This is an optimization exercise on Yosys and OpenROAD, whose aim is small area, a short achievable clock period and few clock cycles, not a production implementation. RTL that was checked went through simulation tests only; none was proved equivalent to the original. Power and IR drop assume default switching activity.

== red ==
## simplecpu
module simplecpu (
	input  logic        rst,
	input  logic        clk,
	output logic [9:0]  pc,
	input  logic [15:0] inst,
	output logic [7:0]  d_addr,
	output logic        d_wr,
	output logic [15:0] d_wdata,
	input  logic [15:0] d_rdata,
	output logic        halted);
export LEC_CHECK = 0
export CAP_MARGIN = 20
export CORE_MARGIN = 2
export CORE_UTILIZATION = 40
export PLACE_DENSITY = 0.6
export SLEW_MARGIN = 20
create_clock -name core_clock -period 7.0 [get_ports {clk}]
run.sh (not shown) runs the stock make flow with config.mk's settings and CLKGATE_MAP_FILE= SYNTH_SCRIPT=/design/flow/synth_recipe.tcl, a recipe that flattens the netlist after the stock synthesis.
red | stages: all done | timing, DRC, antenna: all pass
Testbench counts of red, summed over its fixed seeds: cycles 74,336.
Inputs modified between red and blue:
Settings: an added SETUP_SLACK_MARGIN of 3.0.
- Diff red -> blue: non-clock buffer count picked up an extra 31; final standard cell utilization of the core picked up an extra 1.2 points; routed metal-1 wirelength lost about 0.44%.

---

Another version of the RTL of simplecpu (not shown whole).
Size: roughly 1700 cells after synthesis, ~20000 µm² of cells after synthesis.
==> flow/config.mk <==
export PLATFORM = sky130hd
export DESIGN_NAME = simplecpu
export DESIGN_NICKNAME = simplecpu
export VERILOG_FILES = /design/flow/design.v
export SDC_FILE = /design/flow/constraint.sdc
export NUM_CORES = 4
export LEC_CHECK = 0
export CAP_MARGIN = 20
export CORE_MARGIN = 2
export CORE_UTILIZATION = 40
export PLACE_DENSITY = 0.6
export SETUP_SLACK_MARGIN = 3.6
export SLEW_MARGIN = 20
export SYNTH_HIERARCHICAL = 1
==> flow/constraint.sdc <==
create_clock -name core_clock -period 7.0 [get_ports {clk}]
set_input_delay 1.4000 -clock core_clock [delete_from_list [all_inputs] [get_ports {clk}]]
set_output_delay 1.4000 -clock core_clock [all_outputs]
set_load 0.01 [all_outputs]
standard.sh (not shown) runs the stock make flow with config.mk's settings and CLKGATE_MAP_FILE= SYNTH_SCRIPT=/design/flow/synth_recipe.tcl, a recipe that flattens the netlist after the stock synthesis.
==> flow/flow/run.sh <==
#!/bin/bash
# Standard layout, with each tool's output kept in a log file here.
bash standard.sh > standard.log 2>&1
The starting point produced a clean layout.
Next try:
==> flow/run.sh (new file) <==
#!/bin/bash
# synth_recipe.tcl (not shown) runs the flow's synth.tcl, then flattens the netlist and writes it again
# the make line also repeats each setting of config.mk as NAME=value (left out here)
make -C /OpenROAD-flow-scripts/flow DESIGN_CONFIG=/design/flow/config.mk WORK_HOME=/design/flow/orfs CLKGATE_MAP_FILE= SYNTH_SCRIPT=/design/flow/synth_recipe.tcl finish
removed: flow/flow/run.sh
removed: flow/standard.sh
Outcome:
- hold slack does not change
- design area is unchanged
- wire length stays the same
- sequential cell count does not change
- setup slack does not change
- via count stays the same
Function was not checked in any run of this note: the RTL went through the layout flow alone.

---

== build 57 ==
Another version of the RTL of simplecpu (not shown whole).
Size: ~1300 cells after synthesis, about 70 I/O pins.
## simplecpu
module simplecpu (
	input  logic        rst,
	input  logic        clk,
	output logic [9:0]  pc,
	input  logic [15:0] inst,
	output logic [7:0]  d_addr,
	output logic        d_wr,
	output logic [15:0] d_wdata,
	input  logic [15:0] d_rdata,
	output logic        halted);
==> flow/config.mk <==
export PLATFORM = sky130hd
export DESIGN_NAME = simplecpu
export DESIGN_NICKNAME = simplecpu
export VERILOG_FILES = /design/flow/design.v
export SDC_FILE = /design/flow/constraint.sdc
export NUM_CORES = 4
export LEC_CHECK = 0
export CAP_MARGIN = 20
export CORE_MARGIN = 2
export CORE_UTILIZATION = 40
export PLACE_DENSITY = 0.6
export SETUP_SLACK_MARGIN = 4.5
export SLEW_MARGIN = 20
export SYNTH_HIERARCHICAL = 1
==> flow/constraint.sdc <==
create_clock -name core_clock -period 7.0 [get_ports {clk}]
set_input_delay 1.4000 -clock core_clock [delete_from_list [all_inputs] [get_ports {clk}]]
set_output_delay 1.4000 -clock core_clock [all_outputs]
set_load 0.01 [all_outputs]
==> flow/flow/run.sh <==
#!/bin/bash
# Standard ORFS layout (the standard.sh, synthesis unchanged), except that the
# input/output port buffers are sky130_fd_sc_hd__buf_2 cells instead of the default
# pick (a slow delay buffer). ORFS keeps each step's log under orfs/logs/; make's
# own output goes to standard.log here.
set -euo pipefail
bash standard.sh "BUFFER_PORTS_ARGS=-buffer_cell sky130_fd_sc_hd__buf_2" finish > standard.log 2>&1
### build 57 -> build 68
- SETUP_SLACK_MARGIN: 4.5 -> 4.1
From build 57 to build 68 the numbers moved as follows: worst setup slack decreased 0.030 ns, count of plain and timing-repair buffers decreased about 30%, area of all placed cells without fillers decreased 5.9%, post-synthesis cell type count essentially unchanged. Going from build 57 to build 68, inverter count of the layout excluding clock inverters did not really move, final critical delay including setup and external delays now larger, worst clock skew neither gained nor lost much. Build 68 ends up with a power density relative to cell area that is about 2% higher than in build 57. Critical path depth is higher on build 68. Total power: build 68 below build 57. For power dissipated in sequential cells, build 68 and build 57 come out practically identical.
Function was not checked in any run of this note: the RTL went through the layout flow alone.

-- what the ideal ports hide --
The flow's constraints put no driver on any port. The routed layouts listed below were extracted and timed again, unchanged, in two steps. Step 1, drivers: a clkbuf_16 drives clk and a buf_2 each remaining input, both assumed. Step 2 adds t to the input delays and takes it off the output delays; t is the mean of the earliest and latest rising clock arrival at the registers after step 1. Input paths then give back, and output paths get back, about the clock's delay inside the block. Three values: ideal ports, drivers, drivers and shift; two values: the first two.
run	shift t [ns]	setup WS [ns]	worst hold slack (ns)	worst setup path after step 2	clock arrival spread, ns
red	0.615	1.438 / 1.456 / 0.840	0.332 / 0.332 / 0.332	input to register	0.026 / 0.025
blue	0.589	2.813 / 2.830 / 2.242	0.330 / 0.330 / 0.330	input to register	0.016 / 0.017
the first run of note 2	0.603	3.647 / 3.647 / 3.093	0.326 / 0.326 / 0.326	input to register	0.016 / 0.016
the second run of note 2	0.603	3.647 / 3.647 / 3.093	0.326 / 0.326 / 0.326	input to register	0.016 / 0.016
build 57	0.588	4.170 / 4.165 / 3.577	0.348 / 0.348 / 0.348	input to register	0.018 / 0.018
build 68	0.600	4.140 / 4.140 / 3.562	0.362 / 0.362 / 0.362	input to register	0.022 / 0.022
After both steps every run listed still meets setup and hold. The setup slack of red, which loses most, moves by +0.018 ns with the drivers and by -0.598 ns with both steps.
